Source: an optimization exercise on an open RTL-to-GDS flow (aim: small area, a short achievable clock period and few clock cycles per item). Production flows keep margins and buffers that such runs may drop.
Function was checked by simulation only, so behaviour that the tests miss may differ from the original.

==> flow/design.v, too long to show whole: its modules and the start of the top module <==
// module ray_triangle_unit: 229 lines
// module rt_fa: 3 lines
// module rt_ha: 3 lines
// module rt_renc: 9 lines
// module rt_x3: 11 lines
// module rt_sub32: 9 lines
// module rt_add32: 8 lines
// module rt_ge: 10 lines
// module rt_divit: 14 lines
// module rt_div4: 29 lines
// module rt_dot3: 1520 lines
// module rt_crs2: 1107 lines
// module rt_fin: 1462 lines
module ray_triangle_unit #(
    parameter int FP_W    = 32,
    parameter int FP_FRAC = 16
) (
    clk,
    rst,
    req_valid,
    req_ready,
    req_ray,
    req_tri,
    resp_valid,
    resp_ready,
    resp_hit,
    resp_t_hit
);
  // ...
==> flow/flow/run.sh <==
#!/bin/bash
set -euo pipefail
W=$(pwd)
F="$W/flow"
export RT_MAP_FILE="$F/rt_map.v"
export RT_ABC_SCRIPT="$F/rt_abc.script"
{
  cat <<'EOS'
set ::rt_mapped 0
proc synth {args} {
  if {!$::rt_mapped} {
    yosys techmap -map $::env(RT_MAP_FILE)
    set ::rt_mapped 1
  }
  yosys synth -nofsm -noshare {*}$args
}
proc abc {args} {
  set i [lsearch -exact $args -script]
  if {$i >= 0} {
    set args [lreplace $args [expr {$i + 1}] [expr {$i + 1}] $::env(RT_ABC_SCRIPT)]
  }
  yosys abc {*}$args
}
EOS
  tail -n +2 synth_recipe.tcl
} > rt_synth.tcl
sed -e 's#synth_recipe\.tcl#rt_synth.tcl#g' \
    -e 's#CLKGATE_MAP_FILE= #CLKGATE_MAP_FILE= "BUFFER_PORTS_ARGS=-buffer_cell sky130_fd_sc_hd__buf_1" #' \
    standard.sh > rt_standard.sh
grep -q 'rt_synth\.tcl' rt_standard.sh
grep -q 'BUFFER_PORTS_ARGS' rt_standard.sh
bash rt_standard.sh > rt_flow.log 2>&1
==> flow/flow/rt_abc.script <==
strash; dch; map -B 0.9; topo
==> flow/flow/rt_map.v <==
module rt_fa(input a, input b, input c, output s, output co);
  sky130_fd_sc_hd__fa_1 _TECHMAP_REPLACE_ (.A(a), .B(b), .CIN(c), .SUM(s), .COUT(co));
endmodule
module rt_ha(input a, input b, output s, output co);
  sky130_fd_sc_hd__ha_1 _TECHMAP_REPLACE_ (.A(a), .B(b), .SUM(s), .COUT(co));
endmodule
==> flow/standard.sh <==
#!/bin/bash
# synth_recipe.tcl (not shown) runs the flow's synth.tcl, then flattens the netlist and writes it again
# the make line also repeats each setting of config.mk as NAME=value (left out here)
make -C /OpenROAD-flow-scripts/flow DESIGN_CONFIG=/design/flow/config.mk WORK_HOME=/design/flow/orfs CLKGATE_MAP_FILE= SYNTH_SCRIPT=/design/flow/synth_recipe.tcl "${@:-finish}"
==> flow/config.mk <==
export PLATFORM = sky130hd
export DESIGN_NAME = ray_triangle_unit
export DESIGN_NICKNAME = ray_triangle_unit
export VERILOG_FILES = /design/flow/design.v
export SDC_FILE = /design/flow/constraint.sdc
export NUM_CORES = 8
export LEC_CHECK = 0
export ABC_AREA = 1
export CAP_MARGIN = 20
export CORE_MARGIN = 2
export CORE_UTILIZATION = 27
export PLACE_DENSITY = 0.35
export SLEW_MARGIN = 20
==> flow/constraint.sdc <==
create_clock -name core_clock -period 350.0 [get_ports {clk}]
set_input_delay 70.0000 -clock core_clock [delete_from_list [all_inputs] [get_ports {clk}]]
set_output_delay 70.0000 -clock core_clock [all_outputs]
set_load 0.01 [all_outputs]
==> impl_metrics.json, run 1 <==
{
  "status": "failed layout checks",
  "so_faults": "antenna rules, capacitance limit, slew limit",
  "final_cell_area_um2": 540000,
  "grt_pass1_wl_um": 6690000,
  "finalClockSkew_ps": 334,
  "firstDrtPassIters": 17,
  "grt_max_degree": 69,
  "met1_usage": 0.619,
  "clock_area_frac": 0.0103,
  "max_slew.worst_pin.slew_ps": 1510,
  "cpPeakStageDelay_ps": 420,
  "portBuffers": 582,
  "hold_path_depth": 0,
  "ctsResizeCount": 0,
  "synthArstFlopShare": 0.0121,
  "drv_slew": 2,
  "cap_violations": 2,
  "crit_start": "resp_t_hit[29]",
  "fillerInstances": 178000,
  "drc_errors": 0,
  "ys_seq_area_frac": 0.0573,
  "antenna_left": 1,
  "setup-violations-final": 0,
  "synthAdderAreaFrac": 0.591,
  "avgViaCountPerCell": 7.97,
  "period_needed_ps": 71780,
  "largest_register_ffs": 132,
  "cp_num_buf_inv": 1,
  "seq_cells": 1236
}
Testbench counts, summed over its fixed seeds: cycles 8,032, items 8,000.
==> run 2: changes to the inputs <==
--- a/flow/flow/run.sh
+++ b/flow/flow/run.sh
@@ -25,7 +25,7 @@
   tail -n +2 synth_recipe.tcl
 } > rt_synth.tcl
 sed -e 's#synth_recipe\.tcl#rt_synth.tcl#g' \
-    -e 's#CLKGATE_MAP_FILE= #CLKGATE_MAP_FILE= "BUFFER_PORTS_ARGS=-buffer_cell sky130_fd_sc_hd__buf_1" #' \
+    -e 's#CLKGATE_MAP_FILE= #CLKGATE_MAP_FILE= NUM_CORES=16 "BUFFER_PORTS_ARGS=-buffer_cell sky130_fd_sc_hd__buf_1" #' \
     standard.sh > rt_standard.sh
 grep -q 'rt_synth\.tcl' rt_standard.sh
 grep -q 'BUFFER_PORTS_ARGS' rt_standard.sh
--- a/flow/config.mk
+++ b/flow/config.mk
@@ -6,8 +6,8 @@
 export NUM_CORES = 8
 export LEC_CHECK = 0
 export ABC_AREA = 1
-export CAP_MARGIN = 20
+export CAP_MARGIN = 35
 export CORE_MARGIN = 2
-export CORE_UTILIZATION = 27
-export PLACE_DENSITY = 0.35
-export SLEW_MARGIN = 20
+export CORE_UTILIZATION = 25
+export PLACE_DENSITY = 0.32
+export SLEW_MARGIN = 35
==> impl_metrics.json, run 2 <==
{
  "tritoncts": "built",
  "yosysWarnings": 1,
  "ys_top_cells_by_area": "fa_1 (58%), o22ai_1 (15%), a21oi_1 (12%)",
  "final_cell_mix": "fa_1 (12800), a21oi_1 (11200), o22ai_1 (11100)",
  "rr_startpoint": "s1_d3[0]",
  "syn_inst": 45700,
  "path_clk_slew_ps": 60,
  "ctsResizeCount": 0,
  "syn_area_um2": 462000,
  "synth_top_area_frac": 0.577,
  "critPathRequiredTime_ps": 280000,
  "r2r_setup_slack_ps": 285440,
  "hold_buffers": 0,
  "slew_headroom": 0.178,
  "grt_pass1_vias": 551000,
  "syn2layout_area_growth_pct": 18.0,
  "fin_hold_ws_ps": 247,
  "fin_util": 0.296,
  "r2r-end": "s2_r[16]",
  "synth_edf_count": 165,
  "fin_ws_ps": 278150,
  "avgSynthCellArea_um2": 10.1,
  "cap_violations": 0,
  "hpwl_um": 4300000,
  "clock_tree.buffer_depth": 5,
  "hp-class": "reg -> reg",
  "largest_register_ffs": 132,
  "ios": 679,
  "final_cell_area_um2": 545000,
  "instances_no_fill": 76800,
  "fin_nets": 65500,
  "synth_most_common_cell": "fa_1",
  "hold_viol_final": 0,
  "cts_num_sinks": 1236,
  "fillerInstances": 194000,
  "status": "failed layout checks",
  "cp_max_fo": 1,
  "min_to": "s1_tmin[3]",
  "yosysUniqueCellTypes": 44,
  "grt_max_degree": 71,
  "htree_num_levels": 4,
  "insertion_delay_ps": 1390,
  "postCtsSetupBuffers": 0,
  "ff_latch_area_um2": 26700,
  "max_freq_mhz": 13.9,
  "finalCritPeriodShare": 0.205,
  "reg2reg_depth": 178,
  "drc_errors": 0,
  "pre_cts_ws_ps": 277100,
  "grt.overflow.total": 0,
  "min_from": "s0_tmin[3]",
  "finalClockSkew_ps": 308,
  "worstSetupPathType": "reg -> out",
  "gp_congestion": 1.15,
  "max_slew.worst_pin.slew_ps": 1230,
  "dpl.cell_count": 75300,
  "start_kind": "flop",
  "regMostFlops": "fq",
  "clockRootBuffer": "clkbuf_16",
  "fin_setup_tns_ps": 0,
  "synth_area_leader_cell": "fa_1",
  "synth.top_cells.by_count": "fa_1 (13300), a21oi_1 (11300), o22ai_1 (11100)",
  "antenna_found_initial": 824,
  "portBuffers": 582,
  "cp_num_buf_inv": 1,
  "wl_per_cell_um": 72.8,
  "grt.total_usage": 0.581,
  "setup-violations-final": 0,
  "multi_input_area_um2": 429000,
  "cp_slowest_cell": "edfxtp_1",
  "path_cells": "buf_1",
  "antenna_left": 1,
  "synthFlopType": "dfxtp_1",
  "fp.dieArea_um2": 1860000,
  "so_faults": "antenna rules",
  "largest_registers": "fq x132, s1_d3 x33, s2_d3 x33",
  "core_um2": 1840000,
  "die_w_um": 1360,
  "ys_seq_area_frac": 0.0573,
  "first_iter_violations": 123000,
  "synthArstFlopShare": 0.0121,
  "routed_wl_um": 5590000,
  "final_layout_size_suffix_gt1_frac": 0.131,
  "cpPeakStageDelay_ps": 480,
  "avgViaCountPerCell": 7.70,
  "fp-row-count": 499,
  "firstDrtPassIters": 17,
  "crit_arrival_ps": 1850,
  "period_needed_ps": 71850,
  "drv_slew": 0,
  "numCtsBuffers": 168,
  "end_kind": "output pin",
  "rsz0062_at_grt": "false",
  "fp.dieH_um": 1360,
  "vias": 591000,
  "cp_top_family": "flip-flops",
  "placed_area_um2": 536000,
  "layout_commonest_cell": "fa_1",
  "grt_pass1_wl_um": 6870000,
  "hold_path_depth": 0,
  "initial_core_util": 0.251,
  "ys_ff_latch": 1236
}
-- run 2: cell counts after synthesis --
No cell type changed its count.
-- run 2: area by class of cell --
class,count,area share
well taps,24500,0.0563
multi-input cells,41000,0.787
clock buffers,211,0.00848
repair buffers,5106,0.0689
flip-flops and latches,1236,0.0490
clock inverters,78,0.00145
inverters,3451,0.0239
diodes,1163,0.00534
-- run 2: worst max path at each step --
stage / slack, ps / to / depth (start not counted) / start
after detailed placement: 277100 / resp_hit / 8 / resp_ready
after global routing: 278110 / resp_t_hit[9] / 1 / resp_t_hit[9]
after CTS: 278090 / resp_t_hit[26] / 1 / resp_t_hit[26]
after floorplan: 277070 / resp_hit / 5 / resp_ready
after global placement: 277150 / resp_hit / 8 / resp_ready
final: 278150 / resp_t_hit[9] / 1 / resp_t_hit[9]
-- run 2: per-layer routing --
metal / part of all wire / vias to the layer above / global-route usage
met1: 0.33 / 309000 / 0.610
li1: - / 184000 / -
met5: 0.0046 / - / 0.114
met3: 0.17 / 25300 / 0.400
met2: 0.37 / 72800 / 0.737
met4: 0.13 / 425 / 0.568
-- run 2: cells by family after synthesis --
| kind of cell | synth area share |
|---|---|
| other cells | 0.0000162 |
| buf+inv | 0.0280 |
| flops | 0.0573 |
| xor+xnor | 0.00129 |
| fa+ha+maj | 0.591 |
| simple gates | 0.0287 |
| mux | 0.000338 |
| compound gates | 0.293 |

[separate check: timing with driven ports]
In the flow no input, the clock included, has a driving cell. The finished layouts below were timed again as built, in two steps. Step 1 sets driving cells, clkbuf_16 on the clock port and buf_2 on the other inputs (assumed; they add their load-dependent delay and slew). Step 2, shift: input delay + t, output delay - t, t = (earliest + latest rising clock arrival at the registers) / 2. This alone moves slack from input paths to output paths. Three values: no drivers, after step 1, after step 2; two values: the first two.
run | t, ns | setup WS [ns] | worst setup path after step 2 | latest minus earliest clock arrival (ns)
run 1 | 1.472 | 278.224 / 277.976 / 277.802 | input to register | 0.371 / 0.371
run 2 | 1.473 | 278.150 / 277.909 / 277.509 | input to register | 0.308 / 0.308
In run 1 the clock reaches the registers at very different times; t lies between them, and the last value is a rough guide only. The setup slack of run 2, which loses most, moves by -0.241 ns with the drivers and by -0.641 ns with both steps.
